Context: an optimization exercise on an open-source flow, tuned for small area. The choices shown serve that exercise and are no tape-out recipe.
In this exercise RTL edits were held to simulation tests only and were not proved equivalent to the original.
No activity file was given, so power comes from the tool's default toggle rates.

$ cat flow/config.mk
export PLATFORM = sky130hd
export DESIGN_NAME = uart_eeprom_demo
export DESIGN_NICKNAME = uart_eeprom_demo
export VERILOG_FILES = /design/flow/design.v
export SDC_FILE = /design/flow/constraint.sdc
export NUM_CORES = 4
export LEC_CHECK = 0
export CAP_MARGIN = 40
export CORE_MARGIN = 2
export CORE_UTILIZATION = 40
export SLEW_MARGIN = 40
$ cat flow/constraint.sdc
create_clock -name core_clock -period 20.0 [get_ports {clk}]
set_input_delay 4.0000 -clock core_clock [delete_from_list [all_inputs] [get_ports {clk}]]
set_output_delay 4.0000 -clock core_clock [all_outputs]
set_load 0.01 [all_outputs]
$ cat flow/design.v
module uart_rx #(
	parameter CLK_FRE 	= 50,      	 
	parameter BAUD_RATE = 115200 	 
)(
	input                        clk,               
	input                        rst_n,             
	output reg[7:0]              rx_data,           
	output reg                   rx_data_valid,     
	input                        rx_pin             
);
reg[15:0]       cnt;         
reg[3:0]        bit_cnt;     
localparam BAUD_DIV_CNT = CLK_FRE * 1000000 / BAUD_RATE;
wire cnt_done       = (cnt == BAUD_DIV_CNT - 1);
wire half_cnt_done  = (cnt == BAUD_DIV_CNT/2 - 1);  
localparam S_IDLE = 1'b0;
localparam S_RECV = 1'b1;
reg state;
always@(posedge clk) begin
	if(~rst_n) state <= S_IDLE;
	else case(state)
	S_IDLE: begin
        if(rx_pin==1'b0) state <= S_RECV;
	end
	S_RECV: begin
		if(half_cnt_done && bit_cnt == 10-1) state <= S_IDLE;
	end
	default: state <= S_IDLE;
    endcase
end
always@(posedge clk) begin
	if(~rst_n) cnt <= 0;
    else if(state == S_RECV) begin
        if(cnt_done) cnt <= 0;
	    else cnt <= cnt +  1;	
    end
    else cnt <= 0;
end
always@(posedge clk) begin
	if(~rst_n) bit_cnt <= 0;
    else if(state == S_RECV) begin
		if(half_cnt_done) 
            bit_cnt <= bit_cnt + 1;
		else bit_cnt <= bit_cnt;
    end
    else bit_cnt <= 0;
end
reg [9:0] rx_bits;
always@(posedge clk) begin
	if(~rst_n) rx_bits <= 10'd0;
    else if(state == S_RECV) begin
		if(half_cnt_done) 
            rx_bits[bit_cnt] <= rx_pin;  
		else rx_bits <= rx_bits;
    end
    else rx_bits <= 0;
end
wire recv_done = (half_cnt_done && bit_cnt == 9);
always@(posedge clk) begin
	if(~rst_n) rx_data <= 8'd0;
    else if(recv_done) 
        rx_data <= rx_bits[8:1];  
	else rx_data <= rx_data;
end
always@(posedge clk) begin
	if(~rst_n) rx_data_valid <= 1'b0;
	else if(recv_done)
		rx_data_valid <= 1'b1;
	else rx_data_valid <= 1'b0;
end
endmodule 
module uart_tx #(
	parameter CLK_FRE = 50,       
	parameter BAUD_RATE = 115200  
)
(
	input                        clk,               
	input                        rst_n,             
	input[7:0]                   tx_data,           
	input                        tx_data_req,       
	output reg                   tx_data_ready,     
	output reg                   tx_pin             
);
localparam   BAUD_DIV_CNT = CLK_FRE * 1000000 / BAUD_RATE;
reg[15:0]    cnt;        
reg[3:0]     bit_cnt;    
wire cnt_done = (cnt == BAUD_DIV_CNT-1);
localparam S_IDLE = 1'b0;
localparam S_SEND = 1'b1;
reg state;
always@(posedge clk) begin
	if(~rst_n) state <= S_IDLE;
	else case(state)
	S_IDLE: begin
        if(tx_data_req) state <= S_SEND;
	end
	S_SEND: begin
		if(cnt_done && bit_cnt == 9) state <= S_IDLE;
	end
	default: state <= S_IDLE;
    endcase
end
always@(posedge clk) begin
	if(~rst_n) cnt <= 0;
    else if(state == S_SEND) begin
        if(cnt_done) cnt <= 0;
	    else cnt <= cnt +  1;	
    end
	else cnt <= 0;
end
reg [9:0] tx_bits;  
always@(posedge clk) begin
	if(~rst_n) tx_bits <= 0;
	else if(state == S_IDLE && tx_data_req) tx_bits <= {1'b1, tx_data[7:0],1'b0}; 
    else tx_bits <= tx_bits;
end
always@(posedge clk) begin
	if(~rst_n) bit_cnt <= 3'd0;
	else if(state == S_SEND) begin
        if(cnt_done) bit_cnt <= bit_cnt + 1;
		else bit_cnt <= bit_cnt;
    end
	else bit_cnt <= 0;
end
always@(posedge clk) begin
	if(~rst_n) tx_pin <= 1'b1;
	else if(state == S_SEND) 
		tx_pin <= tx_bits[bit_cnt];
	else tx_pin <= 1'b1;
end
always@(*) begin
	if(state == S_IDLE) tx_data_ready <= 1'b1;
    else tx_data_ready <= 1'b0;
end
endmodule 
`timescale 1ns/1ps
module eeprom_iic_drv #(
	parameter SYS_CLK_FRE   = 50,  
    parameter IIC_CLK_FRE   = 400000,  
    parameter REG_ADDR_SIZE = 2     
)(
	input			clk, 
	input			rst_n,
	output reg		iic_scl, 
	input  wire 	iic_sda_in,   
	output  reg 	iic_sda_out,  
	output  reg 	iic_sda_out_en,  
    input [6:0]                 dev_addr,
	input           	        wr_byte_req,
    input [23:0]                wr_byte_addr,    
    input [5:0] 		        wr_byte_num_sub1,  
	input [7:0] 	            wr_byte_data,
	output reg 	                wr_byte_rden,    	
	output reg 	                wr_byte_busy,
	input           	        rd_byte_req,
    input [23:0]                rd_byte_addr,
    input [5:0] 		        rd_byte_num_sub1,  
	output reg [8-1:0]          rd_byte_data,	
	output reg 	                rd_byte_valid,
    output reg	                rd_byte_busy
);
localparam IIC_CLK_CNT = (SYS_CLK_FRE*1000000) / (IIC_CLK_FRE);
reg [31:0] clk_cnt;
reg iic_clk;
always@(posedge clk) begin
	if(~rst_n) clk_cnt <= 0;
    else if(clk_cnt == IIC_CLK_CNT-1) clk_cnt <= 0;
	else clk_cnt <= clk_cnt + 1'd1;
end
wire iic_clk_start  = (clk_cnt == 0);
wire iic_clk_mid    = (clk_cnt == IIC_CLK_CNT/2-1);
wire iic_clk_done   = (clk_cnt == IIC_CLK_CNT-1);
wire iic_clk_4_1    = (clk_cnt == IIC_CLK_CNT/4-1);
wire iic_clk_4_3    = (clk_cnt == IIC_CLK_CNT*3/4-1);
always@(posedge clk) begin
	if(~rst_n) iic_clk <= 1'b0;
	else if(iic_clk_4_1) iic_clk <= 1'b1;
    else if(iic_clk_4_3) iic_clk <= 1'b0;
    else iic_clk <= iic_clk;
end
reg [3:0] bit_cnt;
reg [7:0] byte_cnt;
reg op_reading;
wire iic_byte_done          = (iic_clk_done && bit_cnt == (9-1)); 
wire iic_wr_addr_done       = (iic_byte_done && byte_cnt == (REG_ADDR_SIZE-1)); 
wire iic_rd_bytes_done      = (iic_byte_done && byte_cnt == rd_byte_num_sub1); 
wire iic_wr_bytes_done      = (iic_byte_done && byte_cnt == wr_byte_num_sub1); 
localparam	S_IDLE		        = 0;
localparam	S_START		        = 1;
localparam	S_DEV_WADDR		    = 2;
localparam	S_REG_ADDR		    = 3;
localparam	S_WRITE_BYTE		= 4;
localparam	S_RESTART		    = 5;
localparam	S_DEV_RADDR		    = 6;
localparam	S_READ_BYTE		    = 7;
localparam	S_STOP              = 8;
reg [3:0] c_state; 
reg [3:0] n_state; 
always @(posedge clk) begin
    if(~rst_n) c_state <= S_IDLE;
    else c_state <= n_state;
end
always @(*) begin
    if(!rst_n) n_state = S_IDLE;
    else begin
        case(c_state)
        S_IDLE: begin
            if(iic_clk_done) begin
                if(wr_byte_req) n_state = S_START;       
                else if(rd_byte_req) n_state = S_START;  
                else n_state = S_IDLE;
            end
            else n_state = S_IDLE;
        end
        S_START: 
            if(iic_clk_done) n_state = S_DEV_WADDR;
            else n_state = S_START;
        S_DEV_WADDR:    
            if(iic_byte_done) n_state = S_REG_ADDR;  
            else n_state = S_DEV_WADDR;
        S_REG_ADDR:
            if(iic_wr_addr_done) begin
                if(op_reading == 1'b1) n_state = S_RESTART;  
                else n_state = S_WRITE_BYTE; 
            end
            else n_state = S_REG_ADDR;
        S_WRITE_BYTE: 
            if(iic_wr_bytes_done) n_state = S_STOP;
            else n_state = S_WRITE_BYTE;
        S_RESTART: 
            if(iic_clk_done) n_state = S_DEV_RADDR;
            else n_state = S_RESTART;
        S_DEV_RADDR: 
            if(iic_byte_done) n_state = S_READ_BYTE;
            else n_state = S_DEV_RADDR;
        S_READ_BYTE: 
            if(iic_rd_bytes_done) n_state = S_STOP;
            else n_state = S_READ_BYTE;
        S_STOP: 
            if(iic_clk_done) n_state = S_IDLE;
            else n_state = S_STOP;
        default: n_state = S_IDLE;
        endcase
    end
end
always @(posedge clk) begin
    if(c_state == S_IDLE && iic_clk_done) begin
        if(wr_byte_req) op_reading <= 1'b0;
        else if(rd_byte_req) op_reading <= 1'b1;
    end
    else op_reading <= op_reading;
end
always @(posedge clk) begin
    if(!rst_n) bit_cnt <= 0;
    else if(c_state != n_state) bit_cnt <= 0;  
    else if(iic_clk_done) begin
        if(bit_cnt == 8) bit_cnt <= 0;
        else bit_cnt <= bit_cnt + 1;
    end
    else bit_cnt <= bit_cnt;
end
always @(posedge clk) begin
    if(!rst_n) byte_cnt <= 0;
    else if(c_state != n_state) byte_cnt <= 0;
    else if(iic_byte_done)
        byte_cnt <= byte_cnt + 1;
    else byte_cnt <= byte_cnt;
end
wire [8:0] dev_wr_addr_z = {dev_addr[6:0],1'b0,1'b0};  
wire [8:0] dev_rd_addr_z = {dev_addr[6:0],1'b1,1'b0};  
wire [8:0] reg_addr_arr_z[0:2];
assign reg_addr_arr_z[2] = op_reading ? {rd_byte_addr[23:16],1'b0} : {wr_byte_addr[23:16],1'b0}; 
assign reg_addr_arr_z[1] = op_reading ? {rd_byte_addr[15:8],1'b0} :  {wr_byte_addr[15:8],1'b0};  
assign reg_addr_arr_z[0] = op_reading ? {rd_byte_addr[7:0],1'b0} :   {wr_byte_addr[7:0],1'b0};
wire [9-1:0] rd_byte_z      =  {8'h00,1'b0};  
wire [9-1:0] rd_last_byte_z =  {8'h00,1'b1};  
wire [9-1:0] wr_byte_z      =  {wr_byte_data[7:0],1'b0};
always@(posedge clk) begin
    if(~rst_n)  
        iic_scl <= 1'b1;
    else 
    case(c_state) 
    S_IDLE:   
        iic_scl <= 1'b1;
    S_START:   
        if(iic_clk_start) iic_scl <= 1'b1;
        else if(iic_clk_4_3) iic_scl <= 1'b0;
        else iic_scl <= iic_scl;
    S_STOP: 
        if(iic_clk_start) iic_scl <= 1'b0;
        else if(iic_clk_4_1) iic_scl <= 1'b1;
        else iic_scl <= iic_scl;
    default: iic_scl <= iic_clk;
    endcase
end
always@(posedge clk) begin
    if(~rst_n) iic_sda_out <= 1'b1;
    else 
    case(c_state) 
    S_IDLE: iic_sda_out <= 1'b1;
    S_START:  
        if(iic_clk_start) iic_sda_out <= 1'b1;
        else if(iic_clk_4_1) iic_sda_out <= 1'b0;
        else iic_sda_out <= iic_sda_out;
    S_DEV_WADDR:        
        iic_sda_out <= dev_wr_addr_z[(9-1)-bit_cnt];  
    S_REG_ADDR:         
        iic_sda_out <= reg_addr_arr_z[byte_cnt][(9-1)-bit_cnt];
    S_WRITE_BYTE:       
        iic_sda_out <= wr_byte_z[(9-1)-bit_cnt];
    S_RESTART: 
        if(iic_clk_start) iic_sda_out <= 1'b1;
        else if(iic_clk_mid) iic_sda_out <= 1'b0;
        else iic_sda_out <= iic_sda_out;
    S_DEV_RADDR:        
        iic_sda_out <= dev_rd_addr_z[(9-1)-bit_cnt];  
    S_READ_BYTE:   
        if(byte_cnt == rd_byte_num_sub1) iic_sda_out <= rd_last_byte_z[(9-1)-bit_cnt];  
        else iic_sda_out <= rd_byte_z[(9-1)-bit_cnt];  
    S_STOP:      
        if(iic_clk_start) iic_sda_out <= 1'b0;
        else if(iic_clk_4_3) iic_sda_out <= 1'b1;
    default: iic_sda_out <= 1'b1;
    endcase
end
always @(*) begin
    if(c_state == S_READ_BYTE) begin
        if(bit_cnt == 8) iic_sda_out_en = 1'b1;
        else iic_sda_out_en = 1'b0;
    end
    else begin
        if(bit_cnt == 8) iic_sda_out_en = 1'b0;
        else iic_sda_out_en = 1'b1;
    end
end
always @(posedge clk) begin
    if(c_state == S_WRITE_BYTE && iic_clk_mid && (bit_cnt == 8)) 
        wr_byte_rden <= 1'b1;
    else wr_byte_rden <= 1'b0;
end
reg [8:0] rd_bits_shift;
always @(posedge clk) begin
    if(!rst_n) rd_bits_shift <= 0;
    else if(c_state == S_READ_BYTE && iic_clk_mid)
        rd_bits_shift <= {rd_bits_shift[6:0],iic_sda_in};
    else rd_bits_shift <= rd_bits_shift;
end
always @(posedge clk) begin
    if(!rst_n) rd_byte_data <= 8'h00;
    else if(c_state == S_READ_BYTE && iic_clk_mid && (bit_cnt == 8)) 
        rd_byte_data <= rd_bits_shift[7:0];
    else rd_byte_data <= rd_byte_data;
end
always @(posedge clk) begin
    if(!rst_n) rd_byte_valid <= 1'b0;
    else if(c_state == S_READ_BYTE && iic_clk_mid && (bit_cnt == 8)) 
        rd_byte_valid <= 1'b1;
    else rd_byte_valid <= 1'b0;
end
wire ee_busy = (c_state != S_IDLE);
always@(*) rd_byte_busy = (ee_busy & op_reading);
always@(*) wr_byte_busy = (ee_busy & ~op_reading);
endmodule
`timescale 1ns/1ps
module uart2eeprom_control  #(
    parameter MAX_BYTE_NUM = 64
)(
	input			clk, 
	input			rst_n,
    input [7:0]    rx_data,           
    input          rx_data_valid,     
    output reg          				wr_byte_req,
    output reg [7:0] 					wr_byte_num_sub1,
    output reg [23:0]   				wr_byte_addr,    
    output reg [7:0] 					wr_byte_data,	
    input  wire        					wr_byte_rden,
    input  wire      					wr_byte_busy
);
localparam ARRAY_SIZE = MAX_BYTE_NUM+6;
reg [7:0] rx_data_shift[0:ARRAY_SIZE-1];  
always @(posedge clk) begin
    if(!rst_n)
        rx_data_shift[0] <= 8'h00;	
	else if(rx_data_valid) 
        rx_data_shift[0] <= rx_data;
	else rx_data_shift[0] <= rx_data_shift[0];	
end
genvar i;  
generate for(i=1;i<ARRAY_SIZE;i=i+1) begin 
	always @(posedge clk) begin
		if(!rst_n) 
			rx_data_shift[i] <= 8'h00;	
		else if(rx_data_valid) 
			rx_data_shift[i] <= rx_data_shift[i-1]; 
		else rx_data_shift[i] <= rx_data_shift[i];			
	end
end
endgenerate
localparam EE_WR_HEADER = 16'hEEC0;
localparam EE_RD_HEADER = 16'hEEC1;
wire ee_wr_header_found = ({rx_data_shift[5],rx_data_shift[4]} == EE_WR_HEADER);
always @(posedge clk) 
	if(ee_wr_header_found) wr_byte_addr <= {rx_data_shift[3],rx_data_shift[2],rx_data_shift[1]};
always @(posedge clk) 
	if(ee_wr_header_found) wr_byte_num_sub1 <= rx_data_shift[0]-1;  
wire [8:0] ee_wr_hi_idx = 9'd6 + wr_byte_num_sub1;
wire ee_wr_req = (ee_wr_hi_idx < ARRAY_SIZE) &&
                 ({rx_data_shift[ee_wr_hi_idx],rx_data_shift[ee_wr_hi_idx-9'd1]} == EE_WR_HEADER);
reg ee_wr_req_d0;
reg ee_wr_req_d1;
always @(posedge clk) ee_wr_req_d0 <= ee_wr_req;
always @(posedge clk) ee_wr_req_d1 <= ee_wr_req_d0;
wire ee_wr_req_rise = ~ee_wr_req_d1 & ee_wr_req_d0;
reg wr_byte_busy_d0;
reg wr_byte_busy_d1;
always @(posedge clk) wr_byte_busy_d0 <= wr_byte_busy;
always @(posedge clk) wr_byte_busy_d1 <= wr_byte_busy_d0;
wire wr_byte_busy_rise = ~wr_byte_busy_d1 & wr_byte_busy_d0;
wire wr_byte_busy_fall = wr_byte_busy_d1 & ~wr_byte_busy_d0;
localparam S_IDLE  		= 0;
localparam S_WRITE_REQ  = 1;
localparam S_WRITE_WAIT = 2;
reg [1:0] state;
always @(posedge clk) begin
	if(~rst_n) state <= S_IDLE;
	else begin
	case(state)
	S_IDLE: begin
		if(ee_wr_req_rise) state <= S_WRITE_REQ;	
		else state <= S_IDLE;
	end
	S_WRITE_REQ: begin
        if(wr_byte_busy_rise) state <= S_WRITE_WAIT;
		else state <= S_WRITE_REQ;
	end
	S_WRITE_WAIT: begin
		if(wr_byte_busy_fall) state <= S_IDLE;
		else state <= S_WRITE_WAIT;
	end
	default: state <= S_IDLE;
	endcase
	end
end
always @(*) wr_byte_req = (state == S_WRITE_REQ);
reg [7:0] wr_byte_cnt;
always @(posedge clk) begin
	if(~rst_n) wr_byte_cnt <= 0;
	else if(state == S_IDLE) wr_byte_cnt <= 0;
	else if(wr_byte_rden) wr_byte_cnt <= wr_byte_cnt + 1;
	else wr_byte_cnt <= wr_byte_cnt;
end
wire [7:0] wr_byte_idx = wr_byte_num_sub1-wr_byte_cnt;
always @(posedge clk) wr_byte_data <= (wr_byte_idx < ARRAY_SIZE) ? rx_data_shift[wr_byte_idx] : 8'h00;
endmodule
`timescale 1ns/1ps
module eeprom2uart_control #(
    parameter MAX_BYTE_NUM = 64
)(
	input			clk, 
	input			rst_n,
    input [7:0]             rx_data,           
    input                   rx_data_valid,     
    output reg              rd_byte_req,
    output reg [5:0] 	    rd_byte_num_sub1,
    output reg [23:0]       rd_byte_addr,
    input [7:0] 	        rd_byte_data,	
    input 	                rd_byte_valid,
    input                   rd_byte_busy,
    input                   tx_data_ready,
    output reg [7:0] 		tx_data,
    output reg 				tx_data_req
);
localparam ARRAY_SIZE = 6;
reg [7:0] rx_data_shift[0:ARRAY_SIZE-1];  
always @(posedge clk) begin
    if(!rst_n)
        rx_data_shift[0] <= 8'h00;	
	else if(rx_data_valid) 
        rx_data_shift[0] <= rx_data;
	else rx_data_shift[0] <= rx_data_shift[0];	
end
genvar i;
generate for(i=1;i<ARRAY_SIZE;i=i+1) begin: loop_rx_arr
	always @(posedge clk) begin
		if(!rst_n) 
			rx_data_shift[i] <= 8'h00;	
		else if(rx_data_valid) 
			rx_data_shift[i] <= rx_data_shift[i-1]; 
		else rx_data_shift[i] <= rx_data_shift[i];			
	end
end
endgenerate
localparam EE_WR_HEADER = 16'hEEC0;
localparam EE_RD_HEADER = 16'hEEC1;
wire ee_rd_req = ({rx_data_shift[5],rx_data_shift[4]} == EE_RD_HEADER);
always @(posedge clk) 
	if(ee_rd_req) rd_byte_addr <= {rx_data_shift[3],rx_data_shift[2],rx_data_shift[1]};
always @(posedge clk) 
	if(ee_rd_req) rd_byte_num_sub1 <= rx_data_shift[0]-1;  
reg ee_rd_req_d0;
reg ee_rd_req_d1;
always @(posedge clk) ee_rd_req_d0 <= ee_rd_req;
always @(posedge clk) ee_rd_req_d1 <= ee_rd_req_d0;
wire ee_rd_req_rise = ~ee_rd_req_d1 & ee_rd_req_d0;
reg rd_byte_busy_d0;
reg rd_byte_busy_d1;
always @(posedge clk) rd_byte_busy_d0 <= rd_byte_busy;
always @(posedge clk) rd_byte_busy_d1 <= rd_byte_busy_d0;
wire rd_byte_busy_rise = ~rd_byte_busy_d1 & rd_byte_busy_d0;
wire rd_byte_busy_fall = rd_byte_busy_d1 & ~rd_byte_busy_d0;
reg tx_data_ready_d0;
reg tx_data_ready_d1;
always @(posedge clk) tx_data_ready_d0 <= tx_data_ready;
always @(posedge clk) tx_data_ready_d1 <= tx_data_ready_d0;
wire tx_data_ready_rise = ~tx_data_ready_d1 & tx_data_ready_d0;
wire tx_data_ready_fall = tx_data_ready_d1 & ~tx_data_ready_d0;
wire tx_bytes_done;
localparam S_IDLE  		= 0;
localparam S_READ_REQ   = 1;
localparam S_READ_WAIT  = 2;
localparam S_TX_REQ     = 3;
localparam S_TX_WAIT    = 4;
localparam S_TX_DONE    = 5;
reg [2:0] state;
always @(posedge clk) begin
	if(~rst_n) state <= S_IDLE;
	else begin
	case(state)
	S_IDLE: begin
		if(ee_rd_req_rise) state <= S_READ_REQ;	
		else state <= S_IDLE;
	end
	S_READ_REQ: begin
		if(rd_byte_busy_rise) state <= S_READ_WAIT;
		else state <= S_READ_REQ;
	end
	S_READ_WAIT: begin
		if(rd_byte_busy_fall) state <= S_TX_REQ;
		else state <= S_READ_WAIT;
	end
    S_TX_REQ: begin
        if(tx_data_ready_fall) state <= S_TX_WAIT;
        else state <= S_TX_REQ;
    end
    S_TX_WAIT: begin
        if(tx_data_ready_rise) state <= S_TX_DONE;
        else state <= S_TX_WAIT;
    end
    S_TX_DONE: begin
        if(tx_bytes_done) state <= S_IDLE;
        else state <= S_TX_REQ;
    end
	default: state <= S_IDLE;
	endcase
	end
end
always @(*) rd_byte_req = (state == S_READ_REQ);
reg [7:0] tx_data_shift[0:MAX_BYTE_NUM-1];  
always @(posedge clk) begin
    if(!rst_n) 
        tx_data_shift[0] <= 8'h00;	
	else if(rd_byte_valid) 
        tx_data_shift[0] <= rd_byte_data;	
end
generate for(i=1;i<MAX_BYTE_NUM;i=i+1) begin: loop_tx_arr
	always @(posedge clk) begin
		if(!rst_n) 
			tx_data_shift[i] <= 8'h00;	
		else if(rd_byte_valid) 
			tx_data_shift[i] <= tx_data_shift[i-1]; 
	end
end
endgenerate
reg [7:0] tx_byte_cnt;
always @(posedge clk) begin
	if(~rst_n) tx_byte_cnt <= 0;
	else if(state == S_IDLE) tx_byte_cnt <= 0;
	else if(state == S_TX_DONE) tx_byte_cnt <= tx_byte_cnt + 1;
	else tx_byte_cnt <= tx_byte_cnt;
end
assign tx_bytes_done = (tx_byte_cnt == rd_byte_num_sub1);
always @(*) tx_data_req <= (state == S_TX_REQ);
wire [7:0] tx_byte_idx = rd_byte_num_sub1-tx_byte_cnt;
always @(*) tx_data <= (tx_byte_idx < MAX_BYTE_NUM) ? tx_data_shift[tx_byte_idx] : 8'h00;  
endmodule
`timescale 1ns/1ps
module uart_eeprom_demo #(
	parameter SYS_CLK_FRE = 50,  
    parameter IIC_CLK_FRE = 400000,  
	parameter BAUD_RATE	= 115200,
	parameter MAX_BYTE_NUM = 64,
    parameter [6:0] DEV_ADDR= {4'b1010, 3'b000},
    parameter REG_ADDR_SIZE = 2
)(
	input			clk, 
	input			rst_n,
	output			ee_scl, 
	input			ee_sda_i,
	output			ee_sda_o,
	output			ee_sda_oe,
    output wire 	uart_txd,
    input wire 		uart_rxd	
);
wire [7:0]    			rx_data;           
wire          			rx_data_valid;     
wire [7:0] 				tx_data;
wire 					tx_data_req;
wire					tx_data_ready;
wire           	        wr_byte_req;
wire [7:0] 		        wr_byte_num_sub1;
wire [23:0]            	wr_byte_addr;    
wire [7:0] 	            wr_byte_data;	
wire 	                wr_byte_rden;
wire                    wr_byte_busy;
wire 					wr_byte_error;
wire           	        rd_byte_req;
wire [7:0] 		        rd_byte_num_sub1;
wire [23:0]             rd_byte_addr;
wire [7:0] 	            rd_byte_data;	
wire 	                rd_byte_valid;
wire                    rd_byte_busy;
uart_rx #(
	.BAUD_RATE(BAUD_RATE),
	.CLK_FRE(SYS_CLK_FRE)
)u0_uart_rx(		
	.clk(clk),	
	.rst_n(rst_n),
	.rx_pin(uart_rxd),
	.rx_data(rx_data),
	.rx_data_valid(rx_data_valid)
);
uart2eeprom_control #(
	.MAX_BYTE_NUM(MAX_BYTE_NUM)
)u_uart2eeprom_control(
	.clk        (clk   ), 
	.rst_n      (rst_n ),
	.rx_data(rx_data),
	.rx_data_valid(rx_data_valid),
	.wr_byte_req    	(wr_byte_req ),
	.wr_byte_num_sub1  	(wr_byte_num_sub1 ),
	.wr_byte_addr   	(wr_byte_addr),  
	.wr_byte_data   	(wr_byte_data),	
	.wr_byte_rden   	(wr_byte_rden),
	.wr_byte_busy   	(wr_byte_busy)
);
wire 	iic_sda_in = ee_sda_i;   
wire 	iic_sda_out;  
wire 	iic_sda_out_en;  
assign ee_sda_o  = iic_sda_out;
assign ee_sda_oe = iic_sda_out_en;
eeprom_iic_drv #(
	.SYS_CLK_FRE(SYS_CLK_FRE),
    .IIC_CLK_FRE(IIC_CLK_FRE),
    .REG_ADDR_SIZE(REG_ADDR_SIZE)
)u_eeprom_iic_drv(
	.clk        (clk   ), 
	.rst_n      (rst_n ),
	.iic_scl       		(ee_scl   		), 
	.iic_sda_in     	(iic_sda_in  	),       
	.iic_sda_out     	(iic_sda_out  	),  
	.iic_sda_out_en   	(iic_sda_out_en ),  
	.dev_addr		(DEV_ADDR),
	.wr_byte_req    	(wr_byte_req ),
	.wr_byte_num_sub1 	(wr_byte_num_sub1 ),
	.wr_byte_addr   	(wr_byte_addr),  
	.wr_byte_data   	(wr_byte_data),	
	.wr_byte_rden   	(wr_byte_rden),
	.wr_byte_busy   	(wr_byte_busy),
	.rd_byte_req    	(rd_byte_req  ),
	.rd_byte_num_sub1  	(rd_byte_num_sub1  ),
	.rd_byte_addr   	(rd_byte_addr ),   
	.rd_byte_data   	(rd_byte_data ),	
	.rd_byte_valid  	(rd_byte_valid),
    .rd_byte_busy   	(rd_byte_busy )	
);
eeprom2uart_control #(
	.MAX_BYTE_NUM(MAX_BYTE_NUM)
)u_eeprom2uart_control(
	.clk        (clk   ), 
	.rst_n      (rst_n ),
	.rx_data(rx_data),
	.rx_data_valid(rx_data_valid),
	.rd_byte_req    	(rd_byte_req  ),
	.rd_byte_num_sub1 	(rd_byte_num_sub1  ),
	.rd_byte_addr   	(rd_byte_addr ),   
	.rd_byte_data   	(rd_byte_data ),	
	.rd_byte_valid  	(rd_byte_valid),
    .rd_byte_busy   	(rd_byte_busy ),
	.tx_data		(tx_data),  
	.tx_data_req	(tx_data_req), 
	.tx_data_ready	(tx_data_ready)		
);
uart_tx #(
	.BAUD_RATE(BAUD_RATE),
	.CLK_FRE(SYS_CLK_FRE)
)u1_uart_tx(		
	.clk(clk),	
	.rst_n(rst_n),
	.tx_data		(tx_data),  
	.tx_data_req	(tx_data_req), 
	.tx_data_ready	(tx_data_ready),
	.tx_pin			(uart_txd)
);
endmodule
$ cat flow/run.sh
#!/bin/bash
# synth_recipe.tcl (not shown) runs the flow's synth.tcl, then flattens the netlist and writes it again
# the make line also repeats each setting of config.mk as NAME=value (left out here)
make -C /OpenROAD-flow-scripts/flow DESIGN_CONFIG=/design/flow/config.mk WORK_HOME=/design/flow/orfs CLKGATE_MAP_FILE= SYNTH_SCRIPT=/design/flow/synth_recipe.tcl finish
==> run_results.csv <==
group,metric,value,unit
outcome,status,"timing/DRC/antenna clean",
die,die_x,414.8,um
clocking,clock_path_buffers,3,
synth,synth_compound_area_frac,0.1683,
synth,synth_common_cells,"1,249 x dfxtp_1, 1,154 x mux2i_1, 1,110 x nor2b_1",
placed_design,gp_congestion,1.058,
die,core_area,167400,um^2
synth,netlist_top_cells_area,"dfxtp_1 37%, mux2i_1 17%, nor2b_1 10%, a22oi_1 3.5%, edfxtp_1 2.8%",
synth,yosysSeqAreaShare,0.3985,
worst_setup_path,critPathCaptureType,"primary output",
timing,maxSlewHeadroom,0.3195,
synth,ys_types,92,
global_routing,grt_pass1_vias,58600,
placed_design,postPlaceCellArea,70800,um^2
cells_and_area,stdcell_count,9397,
synth,synth_top_family_by_area,"simple AND/OR/NAND/NOR gates",
synth,synth_fa_ha_area_frac,0.008194,
timing,fmax,136.8,MHz
drt,dr.pass1.iters,9,
clocking,post_cts_buffers,0,
drt,vias,61420,
worst_setup_path,reg2reg_depth,17,
global_routing,grt_max_degree,231,
clocking,post_cts_resized,0,
synth,synth-simple-area-share,0.1952,
placed_design,portBuffers,7,
hold_path,worst_hold_path.num_cells,0,
timing,hold_viol,0,
worst_setup_path,critPathMaxFanout,13,
worst_setup_path,startpoint_type,"flop",
timing,finalSetupViolations,0,
global_routing,grt_overflow,0,
timing,post-route-period-util,0.3655,
clocking,root_buffer,"clkbuf_16",
drt,first_iter_violations,8646,
timing,tightest_slew,1016,ps
worst_setup_path,crit_required,16000,ps
synth,synth_xor_area_frac,0.01681,
timing,period_minus_slack,7310,ps
die,dieArea,172000,um^2
synth,synth.area.mux_share,0.1768,
drt,drc_errors,0,
power,p_leak,22.39,nW
clocking,h-tree-depth,4,
timing,fin_tns_setup,0,ps
die,num_io_pins,8,
synth,synth_flop_cell,"dfxtp_1",
drt,routed_wl,323.4,mm
synth,syn_nets,7284,
drt,ant_nets,0,
timing,fin_skew,64.72,ps
synth,yosys_warnings,11,
synth,yosysMostFrequentCell,"dfxtp_1",
die,rows,150,
cells_and_area,drive_gt1_frac,0.09200,
flow_run,max-cap-violations,0,
cells_and_area,layout.cell_area.non_filler,76130,um^2
power,power_density,73.43,nW/um^2
clocking,cts_sinks,1312,
clocking,holdBufCountCts,0,
cells_and_area,nNetsFinal,7107,
worst_setup_path,cp.arrival,3310,ps
power,vdd_drop_max,0.08417,mV
die,die_h,414.8,um
drt,via_per_inst,6.536,
placed_design,dp.cells,9113,
synth,synth-edff-count,63,
clocking,clk_pin_slew,60,ps
worst_setup_path,worstSetupPathType,"flop to primary output",
hold_path,worstHoldPathType,"flop to flop",
synth,async_flop_share,0,
cells_and_area,synthToLayoutAreaGrowth,12.79,%
synth,syn_avg_cell_area,9.327,um^2
synth,synth_top_area_cell,"dfxtp_1",
synth,synth_area,67500,um^2
timing,rsz0062_at_grt,"false",
synth,ys_seq_elements,1312,
placed_design,dp_hpwl,217.8,mm
global_routing,grt_first_pass_wirelength,451.6,mm
clocking,worstSkewPairLatency,870,ps
timing,drv_slew,0,
global_routing,antenna_found_initial,29,
synth,synth_top_area_share,0.3705,
drt,wl_per_cell,34.42,um
die,initial_core_util,0.4032,
clocking,numCtsBuffers,147,
clocking,cts_tree,"yes",
synth,syn_inst,7237,
global_routing,track_usage,0.3617,
## layout by cell type (no fill, tap or decap), types with 108 or more instances in the layout
cell type | Yosys | final
a22o_1 | 108 | 108
dfxtp_1 | 1249 | 1247
a222oi_1 | 108 | 108
buf_4 | 1 | 210
nor2_1 | 268 | 236
clkbuf_16 | 0 | 151
nand2_1 | 381 | 378
mux2i_1 | 1154 | 1154
a221oi_1 | 110 | 110
nand3_1 | 179 | 179
a22oi_1 | 318 | 318
nor2b_1 | 1110 | 1106
a21oi_1 | 215 | 206
o21ai_0 | 166 | 163
## worst max-delay path, stage by stage (launching register included)
cell	delay [ps]
dfxtp_1	670
inv_1	240
ha_1	330
nand3b_1	400
xnor2_1	240
clkdlybuf4s50_1	600
## flip-flops by register name, indices dropped and copies added (netlist names), 9 cells and up
signal and cells:
u0_uart_rx.cnt 16, u_eeprom2uart_control.rd_byte_addr 24, u_uart2eeprom_control.rx_data_shift 512, u_eeprom_iic_drv.clk_cnt 32, u1_uart_tx.tx_bits 9, u_eeprom2uart_control.tx_data_shift 512, u_uart2eeprom_control.wr_byte_addr 24, u_eeprom2uart_control.rx_data_shift 48
u1_uart_tx.cnt 16
## per-stage QoR
step | setup slack (ps) | power [W] | hold slack, ps | util
after floorplan | 14660 | 0.002745 | 323.5 | -
after global placement | 12800 | 0.002756 | 349.3 | 0.4212
after detailed placement | 13010 | 0.002757 | 355.1 | 0.4229
after CTS | 12620 | 0.005638 | 363.0 | 0.4538
after global routing | 12500 | 0.005749 | 362.8 | 0.4545
final | 12690 | 0.005591 | 360.4 | 0.4548
## metal layers
| layer | routed length [um] | global-route usage | up-vias |
|---|---|---|---|
| met3 | 30440 | 0.1009 | 1425 |
| met2 | 139200 | 0.5534 | 3749 |
| met1 | 124700 | 0.4343 | 29890 |
| met5 | 92 | 0 | - |
| met4 | 28900 | 0.2644 | 14 |
| li1 | - | - | 26340 |
## logic make-up (layout without fill, tap and decap cells)
family	Yosys count	after routing
compound gates	1541	1541
xor+xnor	123	123
fa+ha+maj	43	43
buf+inv	638	575
flops	1312	1312
mux	1187	1187
other cells	0	19
simple gates	2393	2393
## final timing paths
| check | slack, ps | start | to |
|---|---|---|---|
| setup / recovery | 12690 | u_eeprom_iic_drv.bit_cnt[0] | ee_sda_oe |
| hold / removal | 360 | u_eeprom2uart_control.ee_rd_req_d0 | u_eeprom2uart_control.ee_rd_req_d1 |
| setup reg to reg | 12700 | u_uart2eeprom_control.wr_byte_num_sub1[1] | u_uart2eeprom_control.ee_wr_req_d0 |
| hold reg to reg | 360 | u_eeprom2uart_control.ee_rd_req_d0 | u_eeprom2uart_control.ee_rd_req_d1 |
## report_power, final
part | switching, W | internal, W | leakage (nW)
registers | 0.000000974 | 0.00263 | 10.6
logic | 0.0000334 | 0.0000341 | 9.25
clock network | 0.00120 | 0.00169 | 2.50
total | 0.00124 | 0.00435 | 22.4
## layout make-up
type / instances / area, um^2
sequential: 1312 / 26900
multi-input combinational: 5287 / 39010
inverter: 71 / 266.5
tap: 2204 / 2758
clock inverter: 70 / 1074
clock buffer: 193 / 4096
antenna: 19 / 47.55
fill: 16060 / 91280
timing repair buffer: 241 / 1978

-- separate check: timing with driven ports --
The results above use ideal ports. As a check the final layout listed here was re-extracted and re-timed, cells and wires unchanged.
Step 1 sets driving cells, clkbuf_16 on the clock port and buf_2 on the other inputs (assumed; they add their load-dependent delay and slew).
Step 2 times the ports against the registers' clock, not the clock port: input delays grow and output delays shrink by t, the midpoint of the rising clock arrivals with the driver on.
Three values: ideal, step 1, step 2; two values: the first two.
t, ns: 0.923
setup slack, ns: 12.690 / 12.601 / 12.705
hold WS [ns]: 0.360 / 0.360 / 0.360
latest minus earliest clock arrival (ns): 0.079 / 0.080
cell pins on the clock port's net: 1
After both steps this run still meets setup and hold. The setup slack of this run moves by -0.089 ns with the drivers and by +0.015 ns with both steps.
